Source: an optimization exercise on an open RTL-to-GDS flow (aim: a short achievable clock period and few clock cycles). Production flows keep margins and buffers that such runs may drop.
No functional check of the RTL was part of any run shown here.
Power figures rest on the tool's default switching activity, not on a simulated workload.

[flow/run.sh]
#!/bin/bash
# synth_recipe.tcl (not shown) runs the flow's synth.tcl, then flattens the netlist and writes it again
# the make line also repeats each setting of config.mk as NAME=value (left out here)
make -C /OpenROAD-flow-scripts/flow DESIGN_CONFIG=/design/flow/config.mk WORK_HOME=/design/flow/orfs CLKGATE_MAP_FILE= SYNTH_SCRIPT=/design/flow/synth_recipe.tcl finish
[flow/config.mk]
export PLATFORM = sky130hd
export DESIGN_NAME = mips8_cpu
export DESIGN_NICKNAME = mips8_cpu
export VERILOG_FILES = /design/flow/design.v
export SDC_FILE = /design/flow/constraint.sdc
export NUM_CORES = 4
export LEC_CHECK = 0
export CAP_MARGIN = 20
export CORE_MARGIN = 2
export CORE_UTILIZATION = 40
export PLACE_DENSITY = 0.6
export SETUP_SLACK_MARGIN = 3
export SLEW_MARGIN = 20
[flow/constraint.sdc]
create_clock -name core_clock -period 5.0 [get_ports {clk}]
set_input_delay 1.0000 -clock core_clock [delete_from_list [all_inputs] [get_ports {clk}]]
set_output_delay 1.0000 -clock core_clock [all_outputs]
set_load 0.01 [all_outputs]
[flow/design.v]
module mips8_cpu(clk, rst, prog_len, imem_addr, imem_rdata, dmem_addr, dmem_rdata,
                 wb_en, wb_addr, wb_data, done, result);
   input clk;
   input rst;
   input [7:0] prog_len;
   output [7:0] imem_addr;
   input [31:0] imem_rdata;
   output [7:0] dmem_addr;
   input [7:0] dmem_rdata;
   output wb_en;
   output [4:0] wb_addr;
   output [7:0] wb_data;
   output done;
   output [7:0] result;
   localparam NB = 8;
   integer i, ia, ib;
   reg [7:0] len_r;
   always @(posedge clk) len_r <= prog_len;
   reg [7:0] rf [1:31];
   reg [7:0] A;
   reg [7:0] An;    
   reg       halted;
   reg       jrchk;
   reg [7:0] pcI;
   reg       vI;
   reg       predI;    
   reg [NB-1:0] idxI;
   reg       vD;
   reg [4:0] rsD, rtD, destD;
   reg [7:0] rsloD, rtloD;
   reg [63:0] csD, ctD;
   reg [7:0] immD, pcD, pc1D, tgtD;
   reg       adduD, sltD, jrD, beqD, bneD, jalD, lwD, addiuD, wenD, useRsD, useRtD;
   reg       pc1_geD;
   reg       rtZD;    
   reg       sEs, sMs, sWs, sOs, sRs, sEt, sMt, sWt, sOt, sRt;
   reg       hzE, hzM;
   reg       predD;    
   reg       btbD;     
   reg [NB-1:0] idxD;
   reg       vE;
   reg [7:0] opA, opB, pcE, tgtE, next_eqE, next_neE;
   reg       redir_eqE, redir_neE, halt_eqE, halt_neE, tk_eqE, tk_neE;
   reg       sltE, jrE, brE, lwE, wenE;
   reg [4:0] destE;
   reg       predE;
   reg       btbE;
   reg [NB-1:0] idxE;
   reg       mV, mLoad;
   reg [4:0] mDest;
   reg [7:0] mRes;
   reg [7:0] dA;
   reg       wV, wLoad;
   reg [4:0] wDest;
   reg [7:0] wRes;
   reg       oV;
   reg [4:0] oDest;
   reg [7:0] oData;
   reg       done_r;
   reg [4:0] wbA;    
   reg [7:0] wbD;
   reg [7:0] res_r;    
   reg       bv [0:NB-1];
   reg [7:0] btag [0:NB-1];
   reg [7:0] btgt [0:NB-1];
   reg [2:0] brr;
   reg       uAlloc, uInval;
   reg [7:0] uPc, uTgt;
   reg [NB-1:0] uIdx;
   wire [7:0] sum = opA + opB;
   wire       lt  = $signed(opA) < $signed(opB);
   wire [7:0] resE = {sum[7:1] & {7{~sltE}}, sltE ? lt : sum[0]};
   wire       eq  = (opA == opB);
   wire       redirE = vE & (eq ? redir_eqE : redir_neE);
   wire       haltE  = vE & (eq ? halt_eqE : halt_neE);
   wire       takenE = eq ? tk_eqE : tk_neE;
   wire [7:0] wdata = wLoad ? dmem_rdata : wRes;
   wire skipM = mV & ~mLoad & ~wV;
   wire skipE = vE & wenE & ~lwE & ~mV & ~wV;
   function [7:0] rdrf;
      input [7:0] oh;
      input [63:0] c;
      integer k;
      begin
         rdrf = 8'd0;
         for (k = 0; k < 8; k = k + 1)
            rdrf = rdrf | (oh[k] ? c[8*k +: 8] : 8'd0);
      end
   endfunction
   function [63:0] cands;
      input [1:0] g;
      integer k;
      reg [4:0] r;
      begin
         for (k = 0; k < 8; k = k + 1) begin
            r = {g, k[2:0]};
            if (oV & (oDest == r))
               cands[8*k +: 8] = oData;
            else if (r == 5'd0)
               cands[8*k +: 8] = 8'd0;
            else
               cands[8*k +: 8] = rf[r];
         end
      end
   endfunction
   function [63:0] snoop;
      input [1:0] g;
      input [63:0] c;
      integer k;
      begin
         for (k = 0; k < 8; k = k + 1)
            snoop[8*k +: 8] = (oV & (oDest == {g, k[2:0]})) ? oData : c[8*k +: 8];
      end
   endfunction
   wire [7:0] rsv = ({8{sEs}} & resE) | ({8{sMs}} & mRes) | ({8{sWs}} & wdata)
                  | ({8{sOs}} & oData) | ({8{sRs}} & rdrf(rsloD, csD));
   wire [7:0] rtv = ({8{sEt}} & resE) | ({8{sMt}} & mRes) | ({8{sWt}} & wdata)
                  | ({8{sOt}} & oData) | ({8{sRt}} & rdrf(rtloD, ctD));
   wire stallD = vD & (hzE | hzM);
   wire replayD = stallD & vI;
   wire tgt_geD = (tgtD >= len_r);
   wire tk_eqD = jalD | beqD;
   wire tk_neD = jalD | bneD;
   wire redir_eqD = jrD | (tk_eqD ? (~predD | tgt_geD) : (predD | pc1_geD));
   wire redir_neD = jrD | (tk_neD ? (~predD | tgt_geD) : (predD | pc1_geD));
   wire halt_eqD = ~jrD & (tk_eqD ? tgt_geD : pc1_geD);
   wire halt_neD = ~jrD & (tk_neD ? tgt_geD : pc1_geD);
   wire [7:0] zc = {opA[6:0] | opB[6:0], 1'b0};
   wire       zE = &(~(opA ^ opB ^ zc));
   wire       erD = vD & ~stallD & (beqD | bneD) & rtZD & sEs & ~sltE;
   wire       rdZ = erD & (beqD != predD);
   wire       rdN = erD & (bneD != predD);
   wire [7:0] dtZ = beqD ? tgtD : pc1D;
   wire [7:0] dtN = bneD ? tgtD : pc1D;
   wire       redirD = zE ? rdZ : rdN;
   wire [31:0] ins = imem_rdata;
   wire [5:0] opI = ins[31:26];
   wire [5:0] fnI = ins[5:0];
   wire rformI = (opI == 6'b000000);
   wire adduI  = rformI & (fnI == 6'b100001);
   wire sltI   = rformI & (fnI == 6'b101010);
   wire jrI    = rformI & (fnI == 6'b001000);
   wire beqI   = (opI == 6'b000100);
   wire bneI   = (opI == 6'b000101);
   wire jalI   = (opI == 6'b000011);
   wire lwI    = (opI == 6'b010111);
   wire addiuI = (opI == 6'b001001);
   wire [4:0] rsI = ins[25:21];
   wire [4:0] rtI = ins[20:16];
   wire [4:0] destI = (adduI | sltI) ? ins[15:11] : (jalI ? 5'd31 : rtI);
   wire wenI = ((adduI | sltI) & (ins[15:11] != 5'd0)) | jalI | ((lwI | addiuI) & (rtI != 5'd0));
   wire [7:0] pc1I = pcI + 8'd1;
   wire [7:0] tgtI = jalI ? ins[7:0] : (pcI + ins[7:0]);
   wire useRsI = 1'b1;
   wire useRtI = ~opI[5] & ~opI[4] & ~opI[3] & ~opI[1];
   wire mDs = vD & wenD & (destD == rsI);
   wire mEs = vE & wenE & (destE == rsI);
   wire mMs = mV & (mDest == rsI);
   wire mWs = wV & (wDest == rsI);
   wire mDt = vD & wenD & (destD == rtI);
   wire mEt = vE & wenE & (destE == rtI);
   wire mMt = mV & (mDest == rtI);
   wire mWt = wV & (wDest == rtI);
   wire fEs = mDs;
   wire fMs = ~mDs & mEs & ~skipE;
   wire fWs = ~mDs & ~mEs & mMs & ~skipM;
   wire fOs = ~mDs & ((mEs & skipE) | (~mEs & mMs & skipM) | (~mEs & ~mMs & mWs));
   wire fEt = mDt;
   wire fMt = ~mDt & mEt & ~skipE;
   wire fWt = ~mDt & ~mEt & mMt & ~skipM;
   wire fOt = ~mDt & ((mEt & skipE) | (~mEt & mMt & skipM) | (~mEt & ~mMt & mWt));
   wire hzEI = vD & wenD & lwD & ((useRsI & (destD == rsI)) | (useRtI & (destD == rtI)));
   wire hzMI = vE & wenE & lwE & ((useRsI & (destE == rsI)) | (useRtI & (destE == rtI)));
   reg [7:0] rsloI, rtloI;
   always @(*) begin
      for (ia = 0; ia < 8; ia = ia + 1) begin
         rsloI[ia] = (rsI[2:0] == ia);
         rtloI[ia] = (rtI[2:0] == ia);
      end
   end
   wire [7:0] Ai = ~An;
   wire [7:0] Aseq = Ai + 8'd1;
   reg [NB-1:0] ohN;
   reg [7:0] btN;
   always @(*) begin
      btN  = 8'd0;
      for (ib = 0; ib < NB; ib = ib + 1) begin
         ohN[ib] = bv[ib] && (btag[ib] == Ai);
         btN  = btN | (ohN[ib] ? btgt[ib] : 8'd0);
      end
   end
   reg       hitS, seqS;
   reg [NB-1:0] idxF;
   reg [7:0] btF;
   wire      hitF = hitS & seqS;
   wire haltF = jrchk;    
   localparam SP = 0;
   wire spOp = (opI == 6'b000011) | ((opI[5:1] == 5'b00010) & ins[7]);
   wire spI = (SP != 0) & vI & ~predI & ~stallD & spOp;
   wire [7:0] Abase = replayD ? pcI : (hitF ? btF : Aseq);
   wire       spSel = spI & ~replayD;
   wire [7:0] Apred = spSel ? tgtI : Abase;
   wire [7:0] Pz = rdZ ? dtZ : Apred;
   wire [7:0] Pn = rdN ? dtN : Apred;
   wire [7:0] Ceq = jrE ? opA : next_eqE;
   wire [7:0] Cne = jrE ? opA : next_neE;
   wire       rEqA = vE & redir_eqE;
   wire       rNeA = vE & redir_neE;
   wire [7:0] XeqZ = rEqA ? Ceq : Pz;
   wire [7:0] XeqN = rEqA ? Ceq : Pn;
   wire [7:0] XneZ = rNeA ? Cne : Pz;
   wire [7:0] XneN = rNeA ? Cne : Pn;
   wire [7:0] Anext = eq ? (zE ? XeqZ : XeqN) : (zE ? XneZ : XneN);
   always @(posedge clk) begin
      A <= Anext;
      An <= ~Anext;
      pcI <= Ai;
      predI <= hitF;
      idxI <= idxF;
      hitS <= |ohN;
      idxF <= ohN;
      btF <= btN;
      if (~stallD) begin
         rsD <= rsI;
         rtD <= rtI;
         rtZD <= (rtI == 5'd0);
         destD <= destI;
         rsloD <= rsloI;
         rtloD <= rtloI;
         csD <= cands(rsI[4:3]);
         ctD <= cands(rtI[4:3]);
         immD <= ins[7:0];
         pcD <= pcI;
         pc1D <= pc1I;
         tgtD <= tgtI;
         pc1_geD <= (pc1I >= len_r);
         adduD <= adduI;
         sltD <= sltI;
         jrD <= jrI;
         beqD <= beqI;
         bneD <= bneI;
         jalD <= jalI;
         lwD <= lwI;
         addiuD <= addiuI;
         wenD <= wenI;
         predD <= predI | spI;
         btbD <= predI;
         idxD <= idxI;
         useRsD <= useRsI;
         useRtD <= useRtI;
         sEs <= fEs;
         sMs <= fMs;
         sWs <= fWs;
         sOs <= fOs;
         sRs <= ~fEs & ~fMs & ~fWs & ~fOs;
         sEt <= fEt;
         sMt <= fMt;
         sWt <= fWt;
         sOt <= fOt;
         sRt <= ~fEt & ~fMt & ~fWt & ~fOt;
         hzE <= hzEI;
         hzM <= hzMI;
      end else begin
         sEs <= 1'b0; sMs <= sEs & ~skipE; sWs <= sMs & ~skipM;
         sOs <= (sEs & skipE) | (sMs & skipM) | sWs; sRs <= sRs | sOs;
         sEt <= 1'b0; sMt <= sEt & ~skipE; sWt <= sMt & ~skipM;
         sOt <= (sEt & skipE) | (sMt & skipM) | sWt; sRt <= sRt | sOt;
         hzE <= 1'b0;
         hzM <= hzE;
         csD <= snoop(rsD[4:3], csD);
         ctD <= snoop(rtD[4:3], ctD);
      end
      opA <= jalD ? pc1D : rsv;
      opB <= (addiuD | lwD) ? immD : (jalD ? 8'd0 : rtv);
      pcE <= pcD;
      tgtE <= tgtD;
      next_eqE <= tk_eqD ? tgtD : pc1D;
      next_neE <= tk_neD ? tgtD : pc1D;
      redir_eqE <= erD ? halt_eqD : redir_eqD;
      redir_neE <= erD ? halt_neD : redir_neD;
      halt_eqE <= halt_eqD;
      halt_neE <= halt_neD;
      tk_eqE <= tk_eqD;
      tk_neE <= tk_neD;
      sltE <= sltD;
      jrE <= jrD;
      brE <= beqD | bneD | jalD;
      lwE <= lwD;
      wenE <= wenD;
      destE <= destD;
      predE <= predD;
      btbE <= btbD;
      idxE <= idxD;
      mLoad <= lwE;
      mDest <= destE;
      mRes <= resE;
      dA <= sum;
      wLoad <= mLoad;
      wDest <= mDest;
      wRes <= mRes;
      oDest <= wV ? wDest : (mV ? mDest : destE);
      oData <= (wV | mV) ? (wV ? wdata : mRes) : resE;
      wbA <= skipE ? destE : (wV ? wDest : (skipM ? mDest : 5'd0));
      wbD <= skipE ? resE : (wV ? wdata : (skipM ? mRes : 8'd0));
      uPc <= pcE;
      uTgt <= tgtE;
      uIdx <= idxE;
      if (uAlloc) begin
         btag[brr] <= uPc - 8'd1;
         btgt[brr] <= uTgt;
      end
      if (rst) begin
         halted <= 1'b0;
         jrchk <= 1'b0;
         vI <= 1'b0;
         vD <= 1'b0;
         vE <= 1'b0;
         mV <= 1'b0;
         wV <= 1'b0;
         oV <= 1'b0;
         done_r <= 1'b0;
         brr <= 3'd0;
         uAlloc <= 1'b0;
         uInval <= 1'b0;
         A <= 8'd0;
         An <= 8'hff;
         seqS <= 1'b0;
         for (i = 0; i < NB; i = i + 1) bv[i] <= 1'b0;
         for (i = 1; i < 32; i = i + 1) rf[i] <= 8'd0;
         res_r <= 8'd0;
      end else begin
         halted <= halted | haltE | haltF;
         seqS <= ~redirE & ~redirD & ~replayD & ~spI & ~hitF;
         jrchk <= vE & jrE & (opA >= len_r);
         vI <= ~halted & ~haltE & ~haltF & ~redirE & ~redirD & ~replayD & ~spI;
         if (redirE) vD <= 1'b0;
         else if (~stallD) vD <= vI & ~redirD;
         vE <= vD & ~stallD & ~redirE;
         mV <= vE & wenE & ~skipE;
         wV <= mV & ~skipM;
         oV <= wV | skipM | skipE;
         if (oV) rf[oDest] <= oData;
         res_r <= (oV & (oDest == 5'd2)) ? oData : rf[2];
         done_r <= (halted | haltE | haltF) & ~(vE & wenE) & ~mV & ~wV;
         uAlloc <= vE & brE & takenE & ~btbE;
         uInval <= vE & brE & ~takenE & btbE;
         if (uAlloc) begin
            bv[brr] <= 1'b1;
            brr <= brr + 3'd1;
         end else if (uInval) begin
            for (i = 0; i < NB; i = i + 1)
               if (uIdx[i]) bv[i] <= 1'b0;
         end
      end
   end
   assign imem_addr = A;
   assign dmem_addr = dA;
   assign wb_en = oV;
   assign wb_addr = wbA;
   assign wb_data = wbD;
   assign done = done_r;
   assign result = res_r;
endmodule
==> impl_metrics.env, run 1 <==
export IMPL_max_clock_path_buffers=3
export IMPL_critPathSlowestCell="or4_4"
export IMPL_design_core_area_um2=91900
export IMPL_syn_inst=2796
export IMPL_switchingPower_mw=4.89
export IMPL_worst_hold_slack_ns=0.323
export IMPL_internal_power_mw=13.0
export IMPL_syn_area_um2=37200
export IMPL_setup_repair_after_global_routing_missed_its_margin="yes"
export IMPL_finalWeightedCongestion=0.956
export IMPL_finClkSkew_ns=0.0250
export IMPL_cts_root_buf="clkbuf_16"
export IMPL_detailed_place_hpwl_um=75900
export IMPL_critical_path_s_top_delay_family="simple AND/OR/NAND/NOR gates"
export IMPL_grt_first_pass_wirelength_um=169000
export IMPL_critPathKind="reg -> reg"
export IMPL_achievable_frequency_mhz=379
export IMPL_holdBufCountCts=0
export IMPL_cts_made_buffers=91
export IMPL_share_comb_of_total_power=0.142
export IMPL_report_final_slew_viol_count=0
export IMPL_grt_total_usage=0.242
export IMPL_crit_path_end_kind="flop"
export IMPL_grt_start_max_net_pins=50
export IMPL_synth_edf_count=580
export IMPL_drt_wirelength_per_cell_um=27.2
export IMPL_clkSinkCount=840
export IMPL_cts_clk_slew_worst_paths_ns=0.07
export IMPL_final_instance_count_excl_fill=4337
export IMPL_layout_cells_most_common="edfxtp_1"
export IMPL_start_util=0.405
export IMPL_finish_stage_setup_viols=0
export IMPL_via_count_of_the_first_global_routing_pass=24900
export IMPL_synth_warnings=1
export IMPL_worst_max_slew_pin_slew_ns=0.929
export IMPL_drtAntennaViolNets=0
export IMPL_yosysUniqueCellTypes=76
export IMPL_wl_met2_um=55600
export IMPL_critical_path_cell_chain="inv_2, ha_4, xnor2_2, or4_4, or4_4, a211oi_4, nand2_2, a311o_1"
export IMPL_wirelength_um=118000
export IMPL_vias=25000
export IMPL_critical_path_arrival_ns=3.19
export IMPL_max_vdd_ir_drop_v=0.000308
export IMPL_power_sequential_fraction=0.466
export IMPL_mostFrequentLayoutCells="edfxtp_1, and2_1, dfxtp_1, buf_4, nand2_1"
export IMPL_filler_cell_count=7676
export IMPL_worstPathRequired_ns=5.55
export IMPL_startpoint_type="flop"
export IMPL_syn_mean_instance_area_um2=13.3
export IMPL_drt_met1_wl_um=47700
export IMPL_pin_count=89
export IMPL_fin_nets=3123
export IMPL_fin_crit_ns=2.64
export IMPL_synthArstFlopShare=0
export IMPL_worst_skew_pair_late_latency_ns=0.67
export IMPL_post_layout_total_power_mw=17.9
export IMPL_yosysSeqAreaShare=0.608
export IMPL_dpl_cell_count=3984
export IMPL_rows=111
export IMPL_tritoncts="done"
export IMPL_multi_input_area_um2=16100
export IMPL_leakagePower_nw=17.4
export IMPL_timing_critical_path_fanout_max=4
export IMPL_worstHoldPathType="reg -> reg"
export IMPL_clockPowerShare=0.392
export IMPL_crit_top_cell="or4_4"
export IMPL_htree_levels=3
export IMPL_die_w_um=309
export IMPL_global_route_overflow_total=0
export IMPL_synth_seq_cells=840
export IMPL_detailedRoute_firstPassIterationCount=6
export IMPL_maxCapViolations=0
export IMPL_dieHeight_um=309
export IMPL_ys_dominant_reg_cell="edfxtp_1"
export IMPL_grt_antenna_before_repair=5
export IMPL_seq_area_um2=22800
export IMPL_timing_hold_violations_final=0
export IMPL_dieArea_um2=95500
export IMPL_avgViaCountPerCell=5.77
export IMPL_period_share=0.528
export IMPL_met3_length_um=9060
export IMPL_timing_setup_tns_ns=0
export IMPL_cp_buffers_inverters=1
export IMPL_max_slew_margin=0.379
export IMPL_remaining_drc_errors=0
export IMPL_drive_gt1_frac=0.346
export IMPL_area_growth_syn_to_layout_pct=26.3
export IMPL_topRoutingLayerUsed="met5"
export IMPL_status="finished clean"
export IMPL_drt_iter0_drc=2584
export IMPL_port_buffers=85
export IMPL_power_density_nw_per_um2=381
export IMPL_power_share_switching=0.273
export IMPL_synth_fp_nets=2905
export IMPL_worst_path_largest_cell_delay_ns=0.56
==> sequential cells by signal (all words and copies together) (netlist names), 64 cells and up <==
| signal | cells |
|---|---|
| rf | 248 |
| btag | 64 |
| btgt | 64 |
| ctD | 64 |
| csD | 64 |
==> area by class of cell <==
class / count / share of cell area
well taps: 1243 / 0.0331
inverters: 86 / 0.00796
multi-input cells: 1692 / 0.342
flip-flops and latches: 840 / 0.484
diodes: 4 / 0.000213
clock buffers: 109 / 0.0514
repair buffers: 302 / 0.0663
clock inverters: 60 / 0.0150
repair inverters: 1 / 0.000186
==> metal layers <==
layer | track usage | vias to the layer above
met5 | 0 | -
met4 | 0.0990 | 2
met3 | 0.0455 | 290
met2 | 0.394 | 1080
met1 | 0.320 | 12700
li1 | - | 10900
==> through the flow <==
| stage | worst slack (ns) | utilization | area, µm² |
|---|---|---|---|
| global route | 2.29 | 0.511 | 47000 |
| detailed placement | 1.44 | 0.438 | 40300 |
| CTS | 2.31 | 0.497 | 45700 |
| global placement | 1.47 | 0.438 | 40200 |
| finish | 2.36 | 0.511 | 47000 |
| floorplan | 2.31 | - | 38600 |
==> repair_timing <==
| item | CTS | global route |
|---|---|---|
| endpoints found under the setup margin | 1013 | 537 |
| gates cloned | 7 | 3 |
| setup buffers | 103 | 67 |
| resized for setup | 562 | 155 |
| pin swaps | 86 | 79 |
==> power groups by stage <==
stage / registers (mW) / logic (mW) / clock network (mW)
after floorplan: 8.21 / 1.27 / 0
after global routing: 8.37 / 2.68 / 7.41
after CTS: 8.33 / 2.33 / 7.13
after global placement: 8.47 / 1.94 / 0
after detailed placement: 8.49 / 1.98 / 0
final: 8.34 / 2.54 / 7.03
==> final timing paths <==
path	slack [ns]	depth (start not counted)	end	start
worst max-delay path	2.36	8	An[6]	opB[4]
worst min-delay path	0.32	0	uTgt[0]	tgtE[0]
worst max register to register	2.36	8	An[6]	opB[4]
worst min register to register	0.32	0	uTgt[0]	tgtE[0]
==> synthesized netlist by cell type, drive strengths merged (18+ instances only) <==
cell type    n  area share
buf         30      0.0035
and2       255       0.043
a221o       24      0.0065
dfxtp      260        0.14
inv         85      0.0086
xor2       105       0.025
clkbuf     149       0.015
xnor2       42      0.0099
o21ai      125       0.017
mux2i       18      0.0048
nand3       42      0.0056
nand2      127       0.013
nand4       27      0.0045
ha          57       0.019
a221oi      18      0.0044
nor2       114       0.011
edfxtp     580        0.47
mux4       112       0.068
a21oi       86       0.012
nor3        47      0.0063
a22oi       97       0.020
mux2       141       0.043
a21o        18      0.0036
==> cells by family after synthesis <==
group / count (synthesis) / share of synthesized area
buffers and inverters: 265 / 0.0273
muxes: 271 / 0.115
adders and majority gates: 59 / 0.0202
AOI/OAI and AO/OA: 477 / 0.0873
DFF: 840 / 0.608
xor gates and xnor gates: 147 / 0.0346
and+or+nand+nor: 737 / 0.108
==> run 2: changes to the inputs <==
--- a/flow/design.v
+++ b/flow/design.v
@@ -44,2 +44,4 @@
    reg       sltE, jrE, brE, lwE, wenE;
+   reg       immE;     
+   reg [7:0] nimmE;    
    reg [4:0] destE;
@@ -127,5 +129,4 @@
    wire halt_neD = ~jrD & (tk_neD ? tgt_geD : pc1_geD);
-   wire [7:0] zc = {opA[6:0] | opB[6:0], 1'b0};
-   wire       zE = &(~(opA ^ opB ^ zc));
-   wire       erD = vD & ~stallD & (beqD | bneD) & rtZD & sEs & ~sltE;
+   wire       zE = (opA == nimmE);
+   wire       erD = vD & ~stallD & (beqD | bneD) & rtZD & sEs & immE;
    wire       rdZ = erD & (beqD != predD);
@@ -285,2 +286,4 @@
       sltE <= sltD;
+      immE <= addiuD | jalD;
+      nimmE <= jalD ? 8'd0 : (8'd0 - immD);
       jrE <= jrD;
==> impl_metrics.env, run 2 <==
export IMPL_grt_start_max_net_pins=64
export IMPL_r2r_end="opB[4]"
export IMPL_layout_cell_area_non_filler_um2=46600
export IMPL_regMostFlops="rf"
export IMPL_max_reg_flops=248
export IMPL_drtAntennaViolNets=0
export IMPL_synth_top_area_cell="edfxtp_1"
export IMPL_finClkSkew_ns=0.0347
export IMPL_worstHoldPathType="reg -> reg"
export IMPL_yosysUniqueCellTypes=89
export IMPL_max_clock_path_buffers=3
export IMPL_power_density_nw_per_um2=373
export IMPL_design_core_area_um2=93200
export IMPL_achievable_frequency_mhz=418
export IMPL_detailedRoute_firstPassIterationCount=7
export IMPL_syn_inst=2806
export IMPL_tritoncts="done"
export IMPL_synth_fp_nets=2909
export IMPL_maxCapViolations=0
export IMPL_utilization=0.500
export IMPL_worst_setup_path_start="opA[0]"
export IMPL_grt_antenna_before_repair=7
export IMPL_filler_cell_count=7813
export IMPL_synth_seq_cells=849
export IMPL_dieArea_um2=96400
export IMPL_worst_hold_slack_ns=0.310
export IMPL_critPathSlowestCell="or3_4"
export IMPL_critical_path_arrival_ns=3.01
export IMPL_max_slew_margin=0.278
export IMPL_worst_max_slew_pin_slew_ns=1.08
export IMPL_synth_edf_count=580
export IMPL_grt_total_usage=0.239
export IMPL_drt_wirelength_per_cell_um=27.2
export IMPL_period_share=0.479
export IMPL_finish_stage_setup_viols=0
export IMPL_leakagePower_nw=17.2
export IMPL_max_vdd_ir_drop_v=0.000286
export IMPL_detailed_place_hpwl_um=76200
export IMPL_synthArstFlopShare=0
export IMPL_cts_made_buffers=91
export IMPL_vias=25100
export IMPL_rows=112
export IMPL_dieHeight_um=310
export IMPL_holdBufCountCts=0
export IMPL_worst_setup_path_endpoint="opB[4]"
export IMPL_avgViaCountPerCell=5.78
export IMPL_remaining_drc_errors=0
export IMPL_netlist_top_cells_area="edfxtp_1, dfxtp_1, mux4_2"
export IMPL_area_growth_syn_to_layout_pct=24.1
export IMPL_yosysSeqAreaShare=0.607
export IMPL_cts_root_buf="clkbuf_16"
export IMPL_setup_repair_after_global_routing_missed_its_margin="yes"
export IMPL_synthMostInstantiatedCell="edfxtp_1"
export IMPL_syn_area_um2=37600
export IMPL_pin_count=89
export IMPL_timing_setup_tns_ns=0
export IMPL_synth_top_cells_by_count="edfxtp_1, dfxtp_1, and2_1"
export IMPL_syn_mean_instance_area_um2=13.4
export IMPL_timing_critical_path_fanout_max=3
export IMPL_htree_levels=3
export IMPL_timing_hold_violations_final=0
export IMPL_start_util=0.403
export IMPL_wirelength_um=118000
export IMPL_regToRegSetupSlack_ns=2.61
export IMPL_mostFrequentLayoutCells="edfxtp_1, and2_1, dfxtp_1, buf_4, mux4_2"
export IMPL_cts_clk_slew_worst_paths_ns=0.06
export IMPL_reg2reg_from="opA[0]"
export IMPL_placement_setup_worst_slack_ns=1.35
export IMPL_worst_path_largest_cell_delay_ns=0.40
export IMPL_synth_warnings=1
export IMPL_grt_first_pass_wirelength_um=167000
export IMPL_finalWeightedCongestion=0.928
export IMPL_fin_crit_ns=2.39
export IMPL_worstPathRequired_ns=5.62
export IMPL_drt_iter0_drc=2665
export IMPL_startpoint_type="flop"
export IMPL_ys_dominant_reg_cell="edfxtp_1"
export IMPL_crit_path_end_kind="flop"
export IMPL_fin_nets=3107
export IMPL_critPathKind="reg -> reg"
export IMPL_via_count_of_the_first_global_routing_pass=24600
export IMPL_yosysTopAreaCellShare=0.464
export IMPL_layout_cells_most_common="edfxtp_1"
export IMPL_global_route_overflow_total=0
export IMPL_critical_path_cell_chain="ha_4, fa_2, nor2b_4, o21a_4, or3_4, a21oi_4, a221o_1, a22o_1"
export IMPL_status="finished clean"
export IMPL_clkSinkCount=849
export IMPL_placed_area_um2=40200
export IMPL_die_w_um=310
export IMPL_timing_reg2reg_worst_path_depth=8
export IMPL_drive_gt1_frac=0.328
export IMPL_worst_skew_pair_late_latency_ns=0.69
export IMPL_timing_final_ws_setup_ns=2.61
export IMPL_report_final_slew_viol_count=0
export IMPL_port_buffers=85
[run 2: cell types whose count changed after synthesis, moves of 8 or more]
cell      change
a211oi_1     -10
a21oi_1      -11
buf_2        +13
clkbuf_1     -16
dfxtp_1       +9
nand2_1       -9
nand4_1       +8
xnor2_1      +10
[run 2: metal layers]
metal | track usage | wire length, µm | share of wire | vias up
li1 | - | - | - | 10900
met1 | 0.306 | 46800 | 0.40 | 12700
met2 | 0.401 | 56700 | 0.48 | 1149
met3 | 0.0429 | 8400 | 0.071 | 300
met4 | 0.0949 | 5780 | 0.049 | 8
met5 | 0 | 47 | 0.00040 | -
[run 2: report_power, final]
group	internal (mW)	total, mW	switching (mW)
registers	7.95	8.32	0.374
logic	0.976	2.46	1.48
clock network	3.74	6.59	2.85
[run 2: kinds of logic after synthesis]
kind of cell | Yosys count | synth area share
adder cells (fa/ha/maj) | 53 | 0.0181
XOR/XNOR | 152 | 0.0354
buffers and inverters | 263 | 0.0277
AND/OR/NAND/NOR | 755 | 0.111
multiplexers | 285 | 0.119
flip-flops | 849 | 0.607
AO/OA/AOI/OAI | 449 | 0.0824
[run 2: stage by stage]
| stage | total power, mW | cells |
|---|---|---|
| 2_1_floorplan | 9.43 | 2806 |
| 3_3_place_gp | 10.3 | 3996 |
| 3_5_place_dp | 10.4 | 3996 |
| 4_1_cts | 17.2 | 4265 |
| 5_1_grt | 17.9 | 4331 |
| 6_report | 17.4 | 4333 |
[run 2: what timing repair did]
item                       4_1_cts  5_1_grt
setup endpoints to repair      990      587
cloned                           6        6
pin swaps                       63       71
resized for setup              547      174
setup buffers                   97       60
[run 2: final cells by class]
cell class                      count  area [µm²]  share of cell area
Tap cell                         1254        1570              0.0337
Sequential cell                   849       22900               0.492
Inverter                           81         333             0.00714
Antenna cell                        2        5.00            0.000107
Multi-Input combinational cell   1697       15800               0.339
Clock buffer                      134        2570              0.0552
Timing Repair Buffer              284        3070              0.0658
Clock inverter                     32         312             0.00668
[run 2: how the worst min path moves through the flow]
| stage | end | slack (ns) | cells after the start | from |
|---|---|---|---|---|
| final | uIdx[4] | 0.31 | 0 | idxE[4] |
| after CTS | uIdx[4] | 0.31 | 0 | idxE[4] |
| after floorplan | idxI[0] | 0.31 | 0 | idxF[0] |
| after detailed placement | idxI[4] | 0.31 | 0 | idxF[4] |
| after global routing | uIdx[4] | 0.32 | 0 | idxE[4] |
| after global placement | idxI[7] | 0.31 | 0 | idxF[7] |
[run 2: critical path: cells and delay by family, from the launching register on]
| family | cells | cell delay [ns] |
|---|---|---|
| flip-flops | 1 | 0.36 |
| AO/OA/AOI/OAI | 4 | 0.88 |
| AND/OR/NAND/NOR | 2 | 0.54 |
| adder cells (fa/ha/maj) | 2 | 0.52 |
==> run 3: changes to the inputs <==
--- a/flow/config.mk
+++ b/flow/config.mk
@@ -11,3 +11,3 @@
 export PLACE_DENSITY = 0.6
-export SETUP_SLACK_MARGIN = 3
+export SETUP_SLACK_MARGIN = 2.8
 export SLEW_MARGIN = 20
==> impl_metrics.env, run 3 <==
export IMPL_drt_wirelength_per_cell_um=26.4
export IMPL_synth_warnings=1
export IMPL_netlist_top_cells_area="edfxtp_1, dfxtp_1, mux4_2"
export IMPL_cts_root_buf="clkbuf_16"
export IMPL_drive_gt1_frac=0.267
export IMPL_die_w_um=310
export IMPL_report_final_slew_viol_count=0
export IMPL_synth_seq_cells=849
export IMPL_max_vdd_ir_drop_v=0.000224
export IMPL_cts_made_buffers=91
export IMPL_drt_iter0_drc=2368
export IMPL_clkSinkCount=849
export IMPL_port_buffers=85
export IMPL_syn_area_um2=37600
export IMPL_synth_edf_count=580
export IMPL_avgViaCountPerCell=5.72
export IMPL_dieHeight_um=310
export IMPL_crit_path_end_kind="flop"
export IMPL_finish_stage_setup_viols=0
export IMPL_synth_simple_gate_area_share=0.111
export IMPL_worstHoldPathType="reg -> reg"
export IMPL_syn_mean_instance_area_um2=13.4
export IMPL_synth_fp_nets=2909
export IMPL_drtAntennaViolNets=0
export IMPL_share_comb_of_total_power=0.123
export IMPL_detailed_place_hpwl_um=75800
export IMPL_max_slew_margin=0.346
export IMPL_worstPathRequired_ns=5.60
export IMPL_achievable_frequency_mhz=433
export IMPL_power_density_nw_per_um2=385
export IMPL_finalWeightedCongestion=0.978
export IMPL_grt_total_usage=0.231
export IMPL_synth_fa_ha_area_frac=0.0181
export IMPL_critical_path_arrival_ns=2.91
export IMPL_remaining_drc_errors=0
export IMPL_clockPowerShare=0.391
export IMPL_worst_max_slew_pin_slew_ns=0.977
export IMPL_rows=112
export IMPL_synthArstFlopShare=0
export IMPL_syn_inst=2806
export IMPL_via_count_of_the_first_global_routing_pass=24100
export IMPL_status="finished clean"
export IMPL_global_route_overflow_total=0
export IMPL_grt_antenna_before_repair=6
export IMPL_power_share_switching=0.265
export IMPL_cts_clk_slew_worst_paths_ns=0.06
export IMPL_finClkSkew_ns=0.0325
export IMPL_timing_hold_violations_final=0
export IMPL_grt_start_max_net_pins=67
export IMPL_timing_setup_tns_ns=0
export IMPL_switchingPower_mw=4.53
export IMPL_synth_compound_area_frac=0.0824
export IMPL_post_layout_total_power_mw=17.1
export IMPL_seq_area_um2=22900
export IMPL_start_util=0.403
export IMPL_yosysSeqAreaShare=0.607
export IMPL_regMostFlops="rf"
export IMPL_timing_critical_path_fanout_max=4
export IMPL_synth_top_family_by_area="multiplexers"
export IMPL_yosysUniqueCellTypes=89
export IMPL_vias=24300
export IMPL_mostFrequentLayoutCells="edfxtp_1, and2_1, dfxtp_1, mux2_2, mux4_2"
export IMPL_startpoint_type="flop"
export IMPL_synth_area_mux_share=0.119
export IMPL_grt_first_pass_wirelength_um=162000
export IMPL_fin_nets=3010
export IMPL_power_sequential_fraction=0.486
export IMPL_synth_top_area_cell="edfxtp_1"
export IMPL_synth_top_cells_by_count="edfxtp_1, dfxtp_1, and2_1"
export IMPL_filler_cell_count=8083
export IMPL_period_share=0.462
export IMPL_tritoncts="done"
export IMPL_wirelength_um=112000
export IMPL_synthMostInstantiatedCell="edfxtp_1"
export IMPL_detailedRoute_firstPassIterationCount=8
export IMPL_worst_skew_pair_late_latency_ns=0.68
export IMPL_htree_levels=3
export IMPL_internal_power_mw=12.6
export IMPL_ys_dominant_reg_cell="edfxtp_1"
export IMPL_synth_xor_area_frac=0.0354
export IMPL_multi_input_area_um2=14900
export IMPL_pin_count=89
export IMPL_layout_cells_most_common="edfxtp_1"
export IMPL_yosysTopAreaCellShare=0.464
export IMPL_maxCapViolations=0
export IMPL_max_reg_flops=248
export IMPL_design_core_area_um2=93200
export IMPL_max_clock_path_buffers=3
export IMPL_worst_hold_slack_ns=0.323
export IMPL_fin_crit_ns=2.31
export IMPL_critPathKind="reg -> reg"
export IMPL_dieArea_um2=96400
export IMPL_area_growth_syn_to_layout_pct=18.3
export IMPL_leakagePower_nw=16.4
export IMPL_setup_repair_after_global_routing_missed_its_margin="yes"
run 3: cell counts after synthesis:
No cell type changed its count.
run 3: power by group through the flow:
| stage | registers (mW) | logic [mW] | clock network, mW |
|---|---|---|---|
| 2_1_floorplan | 8.26 | 1.14 | 0 |
| 3_3_place_gp | 8.44 | 1.85 | 0 |
| 3_5_place_dp | 8.45 | 1.88 | 0 |
| 4_1_cts | 8.30 | 2.01 | 6.79 |
| 5_1_grt | 8.33 | 2.24 | 7.08 |
| 6_report | 8.30 | 2.11 | 6.69 |
run 3: cell families after synthesis:
logic type / Yosys count
AO/OA/AOI/OAI: 449
XOR/XNOR: 152
adder cells (fa/ha/maj): 53
buffers and inverters: 263
flip-flops: 849
multiplexers: 285
AND/OR/NAND/NOR: 755
run 3: cell type report:
type                            count  share of cell area
Sequential cell                   849               0.515
Multi-Input combinational cell   1695               0.336
Timing Repair Buffer              189              0.0393
Tap cell                         1254              0.0353
Inverter                           81             0.00772
Clock inverter                     40             0.00828
Antenna cell                        3            0.000169
Clock buffer                      129              0.0582
run 3: stage by stage:
| step | instances | utilization | instance area (µm²) | setup slack, ns |
|---|---|---|---|---|
| 6_report | 4240 | 0.477 | 44400 | 2.69 |
| 5_1_grt | 4237 | 0.477 | 44400 | 2.65 |
| 3_5_place_dp | 3997 | 0.428 | 39900 | 1.08 |
| 4_1_cts | 4208 | 0.470 | 43800 | 2.73 |
| 3_3_place_gp | 3997 | 0.428 | 39900 | 1.16 |
| 2_1_floorplan | 2806 | - | 38100 | 2.31 |
run 3: worst paths after layout:
| kind | start | end | slack (ns) | cells after the start |
|---|---|---|---|---|
| min reg2reg | idxE[1] | uIdx[1] | 0.32 | 0 |
| max | opA[0] | opB[4] | 2.69 | 8 |
| max reg2reg | opA[0] | opB[4] | 2.69 | 8 |
| min | idxE[1] | uIdx[1] | 0.32 | 0 |
run 3: layer usage:
metal	up-vias	global-route usage	wire (µm)
li1	10800	-	-
met1	12300	0.302	45200
met2	991	0.385	54600
met3	231	0.0371	7530
met4	6	0.0908	4510
met5	-	0	33
run 3: what timing repair did:
| item | in CTS | in global routing |
|---|---|---|
| hold buffers | 0 | 0 |
| pin swaps | 32 | 25 |
| gates resized for setup | 407 | 84 |
| endpoints found under the setup margin | 919 | 357 |
| hold endpoints to repair | 0 | 0 |
| cloned | 1 | 2 |
| setup buffers | 41 | 27 |
run 3: worst max-delay path: stages, from the launching register on:
cell,delay (ns)
dfxtp_4,0.36
ha_4,0.17
fa_2,0.36
nor2b_1,0.14
o21a_1,0.21
or3_4,0.35
a21oi_4,0.27
a221o_1,0.24
a22o_1,0.13
==> run 4: changes to the inputs <==
--- a/flow/config.mk
+++ b/flow/config.mk
@@ -9,5 +9,5 @@
 export CORE_MARGIN = 2
-export CORE_UTILIZATION = 40
-export PLACE_DENSITY = 0.6
-export SETUP_SLACK_MARGIN = 2.8
+export CORE_UTILIZATION = 60
+export PLACE_DENSITY = 0.75
+export SETUP_SLACK_MARGIN = 3
 export SLEW_MARGIN = 20
==> impl_metrics.env, run 4 <==
export IMPL_status="finished clean"
export IMPL_mostFrequentLayoutCells="edfxtp_1, and2_1, dfxtp_1, buf_4, mux4_2"
export IMPL_drt_iter0_drc=3496
export IMPL_detailed_place_hpwl_um=69100
export IMPL_dieHeight_um=254
export IMPL_report_final_slew_viol_count=0
export IMPL_achievable_frequency_mhz=448
export IMPL_wl_met2_um=52100
export IMPL_worst_max_slew_pin_slew_ns=1.16
export IMPL_finalWeightedCongestion=0.939
export IMPL_max_vdd_ir_drop_v=0.000338
export IMPL_tritoncts="done"
export IMPL_setup_repair_after_global_routing_missed_its_margin="yes"
export IMPL_global_route_overflow_total=0
export IMPL_rows=91
export IMPL_maxCapViolations=0
export IMPL_syn_mean_instance_area_um2=13.4
export IMPL_via_count_of_the_first_global_routing_pass=25000
export IMPL_synth_seq_cells=849
export IMPL_detailedRoute_firstPassIterationCount=6
export IMPL_synth_fp_nets=2909
export IMPL_area_growth_syn_to_layout_pct=23.1
export IMPL_max_clock_path_buffers=3
export IMPL_htree_levels=3
export IMPL_grt_start_max_net_pins=51
export IMPL_syn_inst=2806
export IMPL_max_slew_margin=0.228
export IMPL_yosysSeqAreaShare=0.607
export IMPL_worstPathRequired_ns=5.58
export IMPL_synth_top_cells_by_count="edfxtp_1, dfxtp_1, and2_1"
export IMPL_drt_wirelength_per_cell_um=28.3
export IMPL_worst_setup_path_start="opA[0]"
export IMPL_syn_area_um2=37600
export IMPL_drt_met1_wl_um=42300
export IMPL_layout_cells_most_common="edfxtp_1"
export IMPL_period_share=0.446
export IMPL_reg2reg_from="opA[0]"
export IMPL_crit_path_end_kind="flop"
export IMPL_vias=25600
export IMPL_grt_first_pass_wirelength_um=158000
export IMPL_drive_gt1_frac=0.333
export IMPL_remaining_drc_errors=0
export IMPL_min_from="idxE[7]"
export IMPL_netlist_top_cells_area="edfxtp_1, dfxtp_1, mux4_2"
export IMPL_dieArea_um2=64600
export IMPL_synth_top_area_cell="edfxtp_1"
export IMPL_timing_setup_tns_ns=0
export IMPL_wirelength_um=111000
export IMPL_power_density_nw_per_um2=382
export IMPL_placement_setup_worst_slack_ns=1.58
export IMPL_met3_length_um=12000
export IMPL_grt_antenna_before_repair=1
export IMPL_worst_hold_slack_ns=0.306
export IMPL_regMostFlops="rf"
export IMPL_fin_crit_ns=2.23
export IMPL_critical_path_arrival_ns=2.81
export IMPL_yosysTopAreaCellShare=0.464
export IMPL_timing_final_ws_setup_ns=2.77
export IMPL_dpl_cell_count=3578
export IMPL_startpoint_type="flop"
export IMPL_grt_total_usage=0.336
export IMPL_leakagePower_nw=17.2
export IMPL_synthArstFlopShare=0
export IMPL_synthMostInstantiatedCell="edfxtp_1"
export IMPL_timing_critical_path_fanout_max=4
export IMPL_finish_stage_setup_viols=0
export IMPL_pin_count=89
export IMPL_die_w_um=254
export IMPL_fin_nets=3101
export IMPL_port_buffers=85
export IMPL_final_instance_count_excl_fill=3911
export IMPL_synth_edf_count=580
export IMPL_start_util=0.608
export IMPL_finClkSkew_ns=0.0260
export IMPL_clkSinkCount=849
export IMPL_ys_dominant_reg_cell="edfxtp_1"
export IMPL_utilization=0.748
export IMPL_design_core_area_um2=61800
export IMPL_holdBufCountCts=0
export IMPL_avgViaCountPerCell=6.55
export IMPL_timing_hold_violations_final=0
export IMPL_cts_root_buf="clkbuf_16"
export IMPL_cts_clk_slew_worst_paths_ns=0.06
export IMPL_drtAntennaViolNets=0
export IMPL_yosysUniqueCellTypes=89
export IMPL_topRoutingLayerUsed="met4"
export IMPL_synth_warnings=1
export IMPL_worst_skew_pair_late_latency_ns=0.66
export IMPL_critPathKind="reg -> reg"
export IMPL_max_reg_flops=248
export IMPL_worstHoldPathType="reg -> reg"
export IMPL_cts_made_buffers=87
==> run 4: cell counts after synthesis <==
No cell type changed its count.
==> run 4: final cells by class <==
cell class / count / area, µm²
repair buffers: 282 / 2900
well taps: 837 / 1050
clock inverters: 39 / 617
multi-input cells: 1696 / 15800
repair inverters: 1 / 8.76
diodes: 2 / 5.00
inverters: 81 / 354
flip-flops and latches: 849 / 23000
clock buffers: 124 / 2550
fillers: 3639 / 15600
==> run 4: what timing repair did <==
action	CTS	global route
resized for setup	517	215
pin swaps	60	78
endpoints found under the setup margin	949	588
buffers inserted	107	53
cloned	7	1
==> run 4: final timing paths <==
check,slack [ns],cells past startpoint,to
setup / recovery,2.77,8,opB[4]
hold / removal,0.31,0,uIdx[7]
setup reg to reg,2.77,8,opB[4]
hold reg to reg,0.31,0,uIdx[7]
==> run 4: stage by stage <==
stage	cell area (µm²)	total power [mW]
2_1_floorplan	38500	9.43
3_3_place_gp	39600	10.2
3_5_place_dp	39600	10.3
4_1_cts	44900	17.4
5_1_grt	46200	18.1
6_report	46200	17.6
==> run 4: routing by layer <==
layer,up-vias,global-route usage
li1,10900,-
met3,269,0.0804
met5,-,0
met2,1577,0.526
met4,0,0.137
met1,12800,0.455
==> run 4: kinds of logic (layout without fill, tap and decap cells) <==
| group | after synthesis | after routing | synth area share |
|---|---|---|---|
| other cells | 0 | 2 | 0 |
| compound gates | 449 | 449 | 0.0824 |
| flops | 849 | 849 | 0.607 |
| simple gates | 755 | 757 | 0.111 |
| buf+inv | 263 | 527 | 0.0277 |
| mux | 285 | 285 | 0.119 |
| xor+xnor | 152 | 152 | 0.0354 |
| fa+ha+maj | 53 | 53 | 0.0181 |
==> run 4: where the power goes <==
group	internal [mW]	switching, mW	total, mW	leakage [nW]
Clock	4.21	2.83	7.04	1.53
Sequential	7.95	0.495	8.44	8.28
Combinational	0.886	1.27	2.16	7.43
Total	13.0	4.60	17.6	17.2
==> run 4: worst max-delay path: stages (launching register included) <==
cell and delay [ns]:
dfxtp_4 0.35, ha_4 0.17, fa_2 0.37, nor2b_4 0.14
o21a_4 0.21, or3_4 0.35, a21oi_4 0.26, a221o_1 0.20
a22o_1 0.11
==> run 5: changes to the inputs <==
--- a/flow/config.mk
+++ b/flow/config.mk
@@ -9,4 +9,4 @@
 export CORE_MARGIN = 2
-export CORE_UTILIZATION = 60
-export PLACE_DENSITY = 0.75
+export CORE_UTILIZATION = 70
+export PLACE_DENSITY = 0.8
 export SETUP_SLACK_MARGIN = 3
==> impl_metrics.env, run 5 <==
export IMPL_period_share=0.496
export IMPL_worstHoldPathCells=0
export IMPL_drt_wirelength_per_cell_um=32.6
export IMPL_ys_dominant_reg_cell="edfxtp_1"
export IMPL_regMostFlops="rf"
export IMPL_port_buffers=85
export IMPL_syn_mean_instance_area_um2=13.4
export IMPL_critical_path_cell_chain="clkbuf_4, buf_4, nor4_2, nand3_1, nor3b_1, o22ai_1, o221ai_4, o21a_1"
export IMPL_detailedRoute_firstPassIterationCount=9
export IMPL_cts_clk_slew_worst_paths_ns=0.07
export IMPL_wirelength_um=123000
export IMPL_synth_edf_count=580
export IMPL_worst_skew_pair_late_latency_ns=0.67
export IMPL_grt_first_pass_wirelength_um=166000
export IMPL_synthArstFlopShare=0
export IMPL_worstHoldPathType="reg -> reg"
export IMPL_fin_nets=3129
export IMPL_multi_input_area_um2=16200
export IMPL_grt_total_usage=0.404
export IMPL_synth_fp_nets=2909
export IMPL_max_clock_path_buffers=3
export IMPL_syn_area_um2=37600
export IMPL_holdBufCountCts=0
export IMPL_worst_path_largest_cell_delay_ns=0.56
export IMPL_yosysTopAreaCellShare=0.464
export IMPL_critPathSlowestCell="o22ai_1"
export IMPL_clkSinkCount=849
export IMPL_achievable_frequency_mhz=403
export IMPL_clockPowerShare=0.379
export IMPL_crit_path_end_kind="flop"
export IMPL_switchingPower_mw=4.77
export IMPL_finalWeightedCongestion=1.01
export IMPL_pin_count=89
export IMPL_max_reg_flops=248
export IMPL_share_comb_of_total_power=0.122
export IMPL_grt_start_max_net_pins=51
export IMPL_worst_path_stages=8
export IMPL_timing_hold_violations_final=0
export IMPL_syn_inst=2806
export IMPL_avgViaCountPerCell=7.25
export IMPL_critical_path_arrival_ns=3.02
export IMPL_mostFrequentLayoutCells="edfxtp_1, and2_1, dfxtp_1, buf_4, mux4_2"
export IMPL_worstPathRequired_ns=5.54
export IMPL_area_growth_syn_to_layout_pct=24.2
export IMPL_remaining_drc_errors=0
export IMPL_cts_root_buf="clkbuf_16"
export IMPL_global_route_overflow_total=0
export IMPL_tritoncts="done"
export IMPL_detailed_place_hpwl_um=67200
export IMPL_rows=84
export IMPL_internal_power_mw=12.8
export IMPL_status="finished clean"
export IMPL_synthMostInstantiatedCell="edfxtp_1"
export IMPL_yosysSeqAreaShare=0.607
export IMPL_die_w_um=236
export IMPL_max_slew_margin=0.143
export IMPL_power_sequential_fraction=0.499
export IMPL_timing_setup_tns_ns=0
export IMPL_timing_reg2reg_worst_path_depth=8
export IMPL_drtAntennaViolNets=0
export IMPL_via_count_of_the_first_global_routing_pass=26000
export IMPL_netlist_top_cells_area="edfxtp_1, dfxtp_1, mux4_2"
export IMPL_filler_cell_count=2067
export IMPL_report_final_slew_viol_count=0
export IMPL_dieHeight_um=236
export IMPL_synth_seq_cells=849
export IMPL_synth_warnings=1
export IMPL_finish_stage_setup_viols=0
export IMPL_synth_top_area_cell="edfxtp_1"
export IMPL_layout_cells_most_common="edfxtp_1"
export IMPL_worst_max_slew_pin_slew_ns=1.29
export IMPL_utilization=0.884
export IMPL_max_vdd_ir_drop_v=0.000386
export IMPL_startpoint_type="flop"
export IMPL_drt_iter0_drc=4429
export IMPL_start_util=0.712
export IMPL_power_share_switching=0.272
export IMPL_synth_top_cells_by_count="edfxtp_1, dfxtp_1, and2_1"
export IMPL_antenna_diode_count=0
export IMPL_placed_area_um2=39400
export IMPL_design_core_area_um2=52800
export IMPL_setup_repair_after_global_routing_missed_its_margin="yes"
export IMPL_critical_path_s_top_delay_family="compound AO/OA/AOI/OAI gates"
export IMPL_fin_crit_ns=2.48
export IMPL_critPathKind="reg -> reg"
export IMPL_drive_gt1_frac=0.352
export IMPL_maxCapViolations=0
export IMPL_layout_cell_area_non_filler_um2=46600
export IMPL_timing_critical_path_fanout_max=6
export IMPL_seq_area_um2=23000
export IMPL_cp_buffers_inverters=2
export IMPL_power_density_nw_per_um2=376
export IMPL_grt_antenna_before_repair=0
export IMPL_cts_made_buffers=83
export IMPL_yosysUniqueCellTypes=89
export IMPL_leakagePower_nw=17.7
export IMPL_vias=27400
export IMPL_htree_levels=3
export IMPL_finClkSkew_ns=0.0224
export IMPL_dieArea_um2=55500
==> run 5: metal layers <==
| metal | part of all wire | up-vias | GRT usage |
|---|---|---|---|
| met5 | 0 | - | 0 |
| met4 | 0.083 | 0 | 0.236 |
| met3 | 0.12 | 679 | 0.0845 |
| li1 | - | 11000 | - |
| met1 | 0.32 | 13400 | 0.505 |
| met2 | 0.48 | 2385 | 0.658 |
==> run 5: worst reg2reg max path, stage by stage (launching register included) <==
cell and delay [ns]:
dfxtp_4 0.38, clkbuf_4 0.20, buf_4 0.17, nor4_2 0.33, nand3_1 0.13, nor3b_1 0.17, o22ai_1 0.56, o221ai_4 0.20
o21a_1 0.23
==> run 5: repair_timing <==
| action | 4_1_cts | 5_1_grt |
|---|---|---|
| pin swaps | 74 | 84 |
| setup buffers | 135 | 61 |
| resized for setup | 540 | 276 |
| setup endpoints to repair | 1014 | 527 |
| cloned | 8 | 6 |
==> run 5: final timing paths <==
path / slack (ns) / startpoint / end
worst max-delay path: 2.52 / An[2] / A[6]
worst min-delay path: 0.32 / tgtE[3] / uTgt[3]
worst min register to register: 0.32 / tgtE[3] / uTgt[3]
worst max register to register: 2.52 / An[2] / A[6]
==> run 5: logic make-up after synthesis <==
family / share of synthesized area
AND/OR/NAND/NOR: 0.111
buffers and inverters: 0.0277
flip-flops: 0.607
AO/OA/AOI/OAI: 0.0824
adder cells (fa/ha/maj): 0.0181
XOR/XNOR: 0.0354
multiplexers: 0.119
==> run 5: layout make-up <==
cell class | count | area share
flip-flops and latches | 849 | 0.492
multi-input cells | 1696 | 0.347
repair buffers | 314 | 0.0733
clock buffers | 119 | 0.0523
well taps | 688 | 0.0185
clock inverters | 34 | 0.00877
inverters | 81 | 0.00759
repair inverters | 1 | 0.000188
==> run 5: power groups by stage <==
stage | clock network (mW) | registers (mW) | logic, mW
4_1_cts | 6.54 | 8.65 | 1.83
5_1_grt | 6.85 | 8.74 | 2.20
3_5_place_dp | 0 | 8.81 | 1.46
6_report | 6.64 | 8.75 | 2.14
3_3_place_gp | 0 | 8.78 | 1.42
2_1_floorplan | 0 | 8.26 | 1.17
==> run 5: per-stage QoR <==
step	setup WS, ns	power [mW]	hold slack, ns	cells
6_report	2.52	17.5	0.321	3782
5_1_grt	2.52	17.8	0.332	3782
4_1_cts	2.78	17.0	0.310	3715
3_5_place_dp	1.41	10.3	0.312	3419
3_3_place_gp	1.49	10.2	0.310	3419
2_1_floorplan	2.31	9.43	0.310	2806
==> run 6: changes to the inputs <==
--- a/flow/config.mk
+++ b/flow/config.mk
@@ -9,5 +9,5 @@
 export CORE_MARGIN = 2
-export CORE_UTILIZATION = 70
-export PLACE_DENSITY = 0.8
-export SETUP_SLACK_MARGIN = 3
+export CORE_UTILIZATION = 55
+export PLACE_DENSITY = 0.7
+export SETUP_SLACK_MARGIN = 3.1
 export SLEW_MARGIN = 20
==> impl_metrics.env, run 6 <==
export IMPL_fin_nets=3172
export IMPL_min_from="idxF[3]"
export IMPL_worstHoldPathType="reg -> reg"
export IMPL_multi_input_area_um2=16500
export IMPL_worstHoldPathCells=0
export IMPL_yosysUniqueCellTypes=89
export IMPL_htree_levels=3
export IMPL_syn_inst=2806
export IMPL_yosysSeqAreaShare=0.607
export IMPL_finClkSkew_ns=0.0357
export IMPL_critical_path_cell_chain="inv_2, ha_4, nand2b_4, a2111o_1, a2111o_1, and4_4, and2_4, a21o_1"
export IMPL_avgViaCountPerCell=6.38
export IMPL_timing_setup_tns_ns=0
export IMPL_clkSinkCount=849
export IMPL_power_density_nw_per_um2=365
export IMPL_cts_root_buf="clkbuf_16"
export IMPL_cts_made_buffers=88
export IMPL_vias=25600
export IMPL_worstPathRequired_ns=5.54
export IMPL_synth_edf_count=580
export IMPL_crit_top_cell="a2111o_1"
export IMPL_critPathKind="reg -> reg"
export IMPL_drt_wirelength_per_cell_um=28.0
export IMPL_synth_seq_cells=849
export IMPL_crit_path_end_kind="flop"
export IMPL_syn_mean_instance_area_um2=13.4
export IMPL_dieHeight_um=265
export IMPL_timing_reg2reg_worst_path_depth=8
export IMPL_fin_crit_ns=2.26
export IMPL_drtAntennaViolNets=0
export IMPL_synth_simple_gate_area_share=0.111
export IMPL_r2r_end="wbD[7]"
export IMPL_tritoncts="done"
export IMPL_regToRegSetupSlack_ns=2.74
export IMPL_syn_area_um2=37600
export IMPL_grt_start_max_net_pins=68
export IMPL_port_buffers=85
export IMPL_pin_count=89
export IMPL_worst_skew_pair_late_latency_ns=0.66
export IMPL_netlist_top_cells_area="edfxtp_1, dfxtp_1, mux4_2"
export IMPL_synth_fp_nets=2909
export IMPL_synth_top_area_cell="edfxtp_1"
export IMPL_synth_warnings=1
export IMPL_drive_gt1_frac=0.359
export IMPL_cp_buffers_inverters=1
export IMPL_synth_top_family_by_area="multiplexers"
export IMPL_report_final_slew_viol_count=0
export IMPL_synth_xor_area_frac=0.0354
export IMPL_detailed_place_hpwl_um=69600
export IMPL_grt_first_pass_wirelength_um=158000
export IMPL_achievable_frequency_mhz=442
export IMPL_area_growth_syn_to_layout_pct=27.1
export IMPL_hold_end="idxI[3]"
export IMPL_max_reg_flops=248
export IMPL_remaining_drc_errors=0
export IMPL_wirelength_um=112000
export IMPL_synthMostInstantiatedCell="edfxtp_1"
export IMPL_global_route_overflow_total=0
export IMPL_status="finished clean"
export IMPL_critical_path_arrival_ns=2.80
export IMPL_setup_repair_after_global_routing_missed_its_margin="yes"
export IMPL_startpoint_type="flop"
export IMPL_synthArstFlopShare=0
export IMPL_regMostFlops="rf"
export IMPL_layout_cells_most_common="edfxtp_1"
export IMPL_cts_clk_slew_worst_paths_ns=0.06
export IMPL_drt_iter0_drc=3088
export IMPL_synth_compound_area_frac=0.0824
export IMPL_reg2reg_from="opB[1]"
export IMPL_worst_max_slew_pin_slew_ns=1.15
export IMPL_placed_area_um2=40100
export IMPL_die_w_um=265
export IMPL_seq_area_um2=23000
export IMPL_max_clock_path_buffers=3
export IMPL_finish_stage_setup_viols=0
export IMPL_critical_path_s_top_delay_family="compound AO/OA/AOI/OAI gates"
export IMPL_start_util=0.557
export IMPL_critPathSlowestCell="a2111o_1"
export IMPL_design_core_area_um2=67400
export IMPL_worst_path_largest_cell_delay_ns=0.42
export IMPL_synth_area_mux_share=0.119
export IMPL_ys_dominant_reg_cell="edfxtp_1"
export IMPL_grt_antenna_before_repair=1
export IMPL_finalWeightedCongestion=1.03
export IMPL_detailedRoute_firstPassIterationCount=9
export IMPL_mostFrequentLayoutCells="edfxtp_1, and2_1, dfxtp_1, buf_4, mux4_2"
export IMPL_dieArea_um2=70400
export IMPL_via_count_of_the_first_global_routing_pass=25000
export IMPL_layout_cell_area_non_filler_um2=47800
export IMPL_maxCapViolations=0
export IMPL_timing_critical_path_fanout_max=3
export IMPL_grt_total_usage=0.303
export IMPL_max_slew_margin=0.230
export IMPL_worst_setup_path_start="opB[1]"
export IMPL_synth_fa_ha_area_frac=0.0181
export IMPL_leakagePower_nw=18.0
export IMPL_holdBufCountCts=0
export IMPL_max_vdd_ir_drop_v=0.000321
export IMPL_synth_top_cells_by_count="edfxtp_1, dfxtp_1, and2_1"
export IMPL_period_share=0.453
export IMPL_filler_cell_count=4217
export IMPL_timing_hold_violations_final=0
export IMPL_yosysTopAreaCellShare=0.464
export IMPL_rows=95
==> run 6: cell count changes in the layout (fill, tap and decap cells not counted), moves of 9 or more <==
cell and change:
o21ai_2 -25, nand2_2 -9, buf_12 +13, clkinv_1 +13, o21ai_1 +10, o21ai_4 +19
nand2_1 +14, buf_4 +20
==> run 6: worst reg2reg max path, delay by kind of cell (launching register included) <==
kind,cells,cell delay [ns]
AO/OA/AOI/OAI,3,1.01
AND/OR/NAND/NOR,3,0.48
flip-flops,1,0.38
adder cells (fa/ha/maj),1,0.22
buffers and inverters,1,0.07
==> run 6: metal layers <==
layer | track usage | routed length (µm) | vias to the layer above
li1 | - | - | 11100
met1 | 0.388 | 41400 | 12900
met2 | 0.515 | 55800 | 1330
met3 | 0.0509 | 9780 | 343
met4 | 0.127 | 5370 | 2
met5 | 0 | 13 | -
==> run 6: through the flow <==
stage | power, mW | setup slack [ns] | instances | utilization | hold slack (ns)
2_1_floorplan | 9.47 | 2.31 | 2806 | - | 0.310
3_3_place_gp | 10.3 | 1.51 | 3613 | 0.595 | 0.310
3_5_place_dp | 10.3 | 1.45 | 3613 | 0.595 | 0.312
4_1_cts | 17.1 | 2.75 | 3904 | 0.677 | 0.316
5_1_grt | 17.9 | 2.69 | 4017 | 0.709 | 0.331
6_report | 17.4 | 2.74 | 4018 | 0.709 | 0.323
==> run 6: final cells by class <==
class,count,share of cell area
Antenna cell,1,0.0000524
Clock buffer,114,0.0516
Clock inverter,51,0.00948
Inverter,81,0.00728
Multi-Input combinational cell,1698,0.345
Sequential cell,849,0.481
Tap cell,873,0.0229
Timing Repair Buffer,351,0.0829
==> run 6: worst max-delay path by stage <==
| stage | end | slack (ns) | depth (start not counted) |
|---|---|---|---|
| after floorplan | ctD[24] | 2.31 | 6 |
| after global placement | rf[21][3] | 1.51 | 5 |
| after detailed placement | rf[21][3] | 1.45 | 5 |
| after CTS | opA[2] | 2.75 | 7 |
| after global routing | wbD[7] | 2.69 | 8 |
| final | wbD[7] | 2.74 | 8 |
==> run 6: what timing repair did <==
action,4_1_cts,5_1_grt
pin swaps,86,122
gates cloned,11,7
gates resized for setup,580,230
setup buffers,115,105
setup endpoints to repair,1035,462
==> run 6: cells by family after synthesis <==
| group | after synthesis |
|---|---|
| adder cells (fa/ha/maj) | 53 |
| buffers and inverters | 263 |
| AND/OR/NAND/NOR | 755 |
| AO/OA/AOI/OAI | 449 |
| multiplexers | 285 |
| flip-flops | 849 |
| XOR/XNOR | 152 |
==> run 6: power by group <==
| group | switching [mW] | internal, mW |
|---|---|---|
| clock network | 2.79 | 3.81 |
| logic | 1.16 | 1.02 |
| registers | 0.678 | 7.95 |
| total | 4.63 | 12.8 |
==> run 7: changes to the inputs <==
--- a/flow/design.v
+++ b/flow/design.v
@@ -71,3 +71,6 @@
    reg [NB-1:0] uIdx;
-   wire [7:0] sum = opA + opB;
+   wire [4:0] sLo  = {1'b0, opA[3:0]} + {1'b0, opB[3:0]};
+   wire [3:0] sHi0 = opA[7:4] + opB[7:4];
+   wire [3:0] sHi1 = opA[7:4] + opB[7:4] + 4'd1;
+   wire [7:0] sum = {sLo[4] ? sHi1 : sHi0, sLo[3:0]};
    wire       lt  = $signed(opA) < $signed(opB);
--- a/flow/config.mk
+++ b/flow/config.mk
@@ -9,5 +9,5 @@
 export CORE_MARGIN = 2
-export CORE_UTILIZATION = 55
-export PLACE_DENSITY = 0.7
-export SETUP_SLACK_MARGIN = 3.1
+export CORE_UTILIZATION = 40
+export PLACE_DENSITY = 0.6
+export SETUP_SLACK_MARGIN = 3
 export SLEW_MARGIN = 20
==> impl_metrics.env, run 7 <==
export IMPL_synth_warnings=1
export IMPL_tritoncts="done"
export IMPL_design_core_area_um2=93200
export IMPL_fin_crit_ns=2.31
export IMPL_pin_count=89
export IMPL_dieHeight_um=310
export IMPL_worst_path_largest_cell_delay_ns=0.40
export IMPL_report_final_slew_viol_count=0
export IMPL_detailedRoute_firstPassIterationCount=7
export IMPL_critPathSlowestCell="or3b_4"
export IMPL_yosysUniqueCellTypes=71
export IMPL_finalWeightedCongestion=0.965
export IMPL_drt_iter0_drc=2753
export IMPL_synth_seq_cells=849
export IMPL_setup_repair_after_global_routing_missed_its_margin="yes"
export IMPL_timing_setup_tns_ns=0
export IMPL_detailed_place_hpwl_um=74000
export IMPL_synth_top_area_cell="edfxtp_1"
export IMPL_yosysSeqAreaShare=0.608
export IMPL_critPathKind="reg -> reg"
export IMPL_drtAntennaViolNets=0
export IMPL_clkSinkCount=849
export IMPL_synthArstFlopShare=0
export IMPL_critical_path_arrival_ns=2.88
export IMPL_htree_levels=3
export IMPL_worstPathRequired_ns=5.57
export IMPL_vias=24800
export IMPL_drive_gt1_frac=0.347
export IMPL_post_layout_total_power_mw=17.2
export IMPL_grt_start_max_net_pins=64
export IMPL_drt_wirelength_per_cell_um=25.9
export IMPL_synthMostInstantiatedCell="edfxtp_1"
export IMPL_rows=112
export IMPL_worst_max_slew_pin_slew_ns=1.17
export IMPL_finClkSkew_ns=0.0335
export IMPL_start_util=0.403
export IMPL_die_w_um=310
export IMPL_ys_dominant_reg_cell="edfxtp_1"
export IMPL_grt_antenna_before_repair=2
export IMPL_period_share=0.462
export IMPL_global_route_overflow_total=0
export IMPL_synth_top_cells_by_count="edfxtp_1, dfxtp_1, and2_1"
export IMPL_max_clock_path_buffers=3
export IMPL_critical_path_cell_chain="ha_4, fa_2, nand2b_4, a21oi_4, buf_6, or3b_4, a21oi_4, buf_12, a21oi_2, a21oi_1"
export IMPL_grt_first_pass_wirelength_um=165000
export IMPL_synth_fp_nets=2922
export IMPL_via_count_of_the_first_global_routing_pass=24800
export IMPL_layout_cells_most_common="edfxtp_1"
export IMPL_crit_path_end_kind="flop"
export IMPL_port_buffers=85
export IMPL_timing_critical_path_fanout_max=4
export IMPL_mostFrequentLayoutCells="edfxtp_1, and2_1, dfxtp_1, buf_4, nand2_1"
export IMPL_syn_inst=2817
export IMPL_dieArea_um2=96300
export IMPL_leakagePower_nw=17.5
export IMPL_finish_stage_setup_viols=0
export IMPL_timing_final_ws_setup_ns=2.69
export IMPL_synth_edf_count=580
export IMPL_startpoint_type="flop"
export IMPL_max_slew_margin=0.221
export IMPL_max_reg_flops=248
export IMPL_maxCapViolations=0
export IMPL_area_growth_syn_to_layout_pct=25.2
export IMPL_netlist_top_cells_area="edfxtp_1, dfxtp_1, mux4_2"
export IMPL_syn_area_um2=37500
export IMPL_achievable_frequency_mhz=433
export IMPL_cts_clk_slew_worst_paths_ns=0.06
export IMPL_cts_root_buf="clkbuf_16"
export IMPL_worst_skew_pair_late_latency_ns=0.67
export IMPL_cts_made_buffers=89
export IMPL_remaining_drc_errors=0
export IMPL_worstHoldPathType="reg -> reg"
export IMPL_yosysTopAreaCellShare=0.464
export IMPL_fin_nets=3163
export IMPL_max_vdd_ir_drop_v=0.000271
export IMPL_timing_hold_violations_final=0
export IMPL_wirelength_um=113000
export IMPL_placement_setup_worst_slack_ns=1.56
export IMPL_syn_mean_instance_area_um2=13.3
export IMPL_crit_top_cell="a21oi_4"
export IMPL_regMostFlops="rf"
export IMPL_avgViaCountPerCell=5.65
export IMPL_status="finished clean"
export IMPL_power_density_nw_per_um2=367
export IMPL_grt_total_usage=0.233
run 7: cell count changes after synthesis, moves of 6 or more:
cell      before  now
or2_2          6   35
a21oi_1       73   89
inv_1         77   67
nor2_1       118  125
nand2_1      118  150
a21oi_2        6    0
nor3_1        53   32
nand3b_1      10   17
buf_2         25   14
o21ai_0      112   97
run 7: logic make-up after synthesis:
kind of cell,share of synthesized area
compound gates,0.0764
xor+xnor,0.0363
fa+ha+maj,0.0189
buf+inv,0.0252
flops,0.608
mux,0.118
simple gates,0.117
run 7: area by class of cell:
cell class / instances / area (µm²)
diodes: 1 / 2.50
clock buffers: 109 / 2440
clock inverters: 56 / 459
fillers: 7793 / 46200
inverters: 69 / 295
multi-input cells: 1728 / 15900
flip-flops and latches: 849 / 23000
well taps: 1254 / 1570
repair buffers: 321 / 3310
run 7: path summary, 6_finish.rpt:
kind,from,slack (ns),cells past startpoint,end
setup / recovery,opA[0],2.69,10,opA[5]
setup reg to reg,opA[0],2.69,10,opA[5]
hold / removal,tgtE[2],0.32,0,uTgt[2]
hold reg to reg,tgtE[2],0.32,0,uTgt[2]
run 7: metal layers:
metal / GRT usage / part of all wire
met1: 0.309 / 0.41
met2: 0.384 / 0.49
met3: 0.0387 / 0.063
met4: 0.0897 / 0.037
met5: 0 / 0.00011
run 7: worst max-delay path: cells and delay by family (launching register included):
| kind | cells | cell delay, ns |
|---|---|---|
| adders and majority gates | 2 | 0.56 |
| buffers and inverters | 2 | 0.27 |
| DFF | 1 | 0.37 |
| AOI/OAI and AO/OA | 4 | 0.51 |
| and+or+nand+nor | 2 | 0.50 |
run 7: report_power, final:
part           leakage [nW]  internal (mW)  switching, mW
sequential             8.28           7.94          0.688
clock                  1.42           3.65           2.86
combinational          7.79          0.983           1.11
total                  17.5           12.6           4.65
run 7: timing repair:
action                     in CTS  in global routing
hold endpoints to repair        0                  0
gates cloned                    5                  2
setup endpoints to repair     983                457
resized for setup             595                151
hold buffers                    0                  0
pin swaps                      91                 86
buffers inserted              121                 79
run 7: stage by stage:
step,util,cell area [µm²],hold slack (ns),cells
2_1_floorplan,-,38400,0.310,2817
3_3_place_gp,0.431,40200,0.311,4013
3_5_place_dp,0.432,40200,0.312,4014
4_1_cts,0.490,45600,0.319,4305
5_1_grt,0.504,47000,0.322,4386
6_report,0.504,47000,0.320,4387

Re-timed with assumed drivers on the ports (clkbuf_16 on the clock, buf_2 on other inputs), run 7 has 2.689 ns of setup slack against 2.689 ns with ideal ports, and 2.214 ns once port delays also move by the mid clock arrival of 0.724 ns.
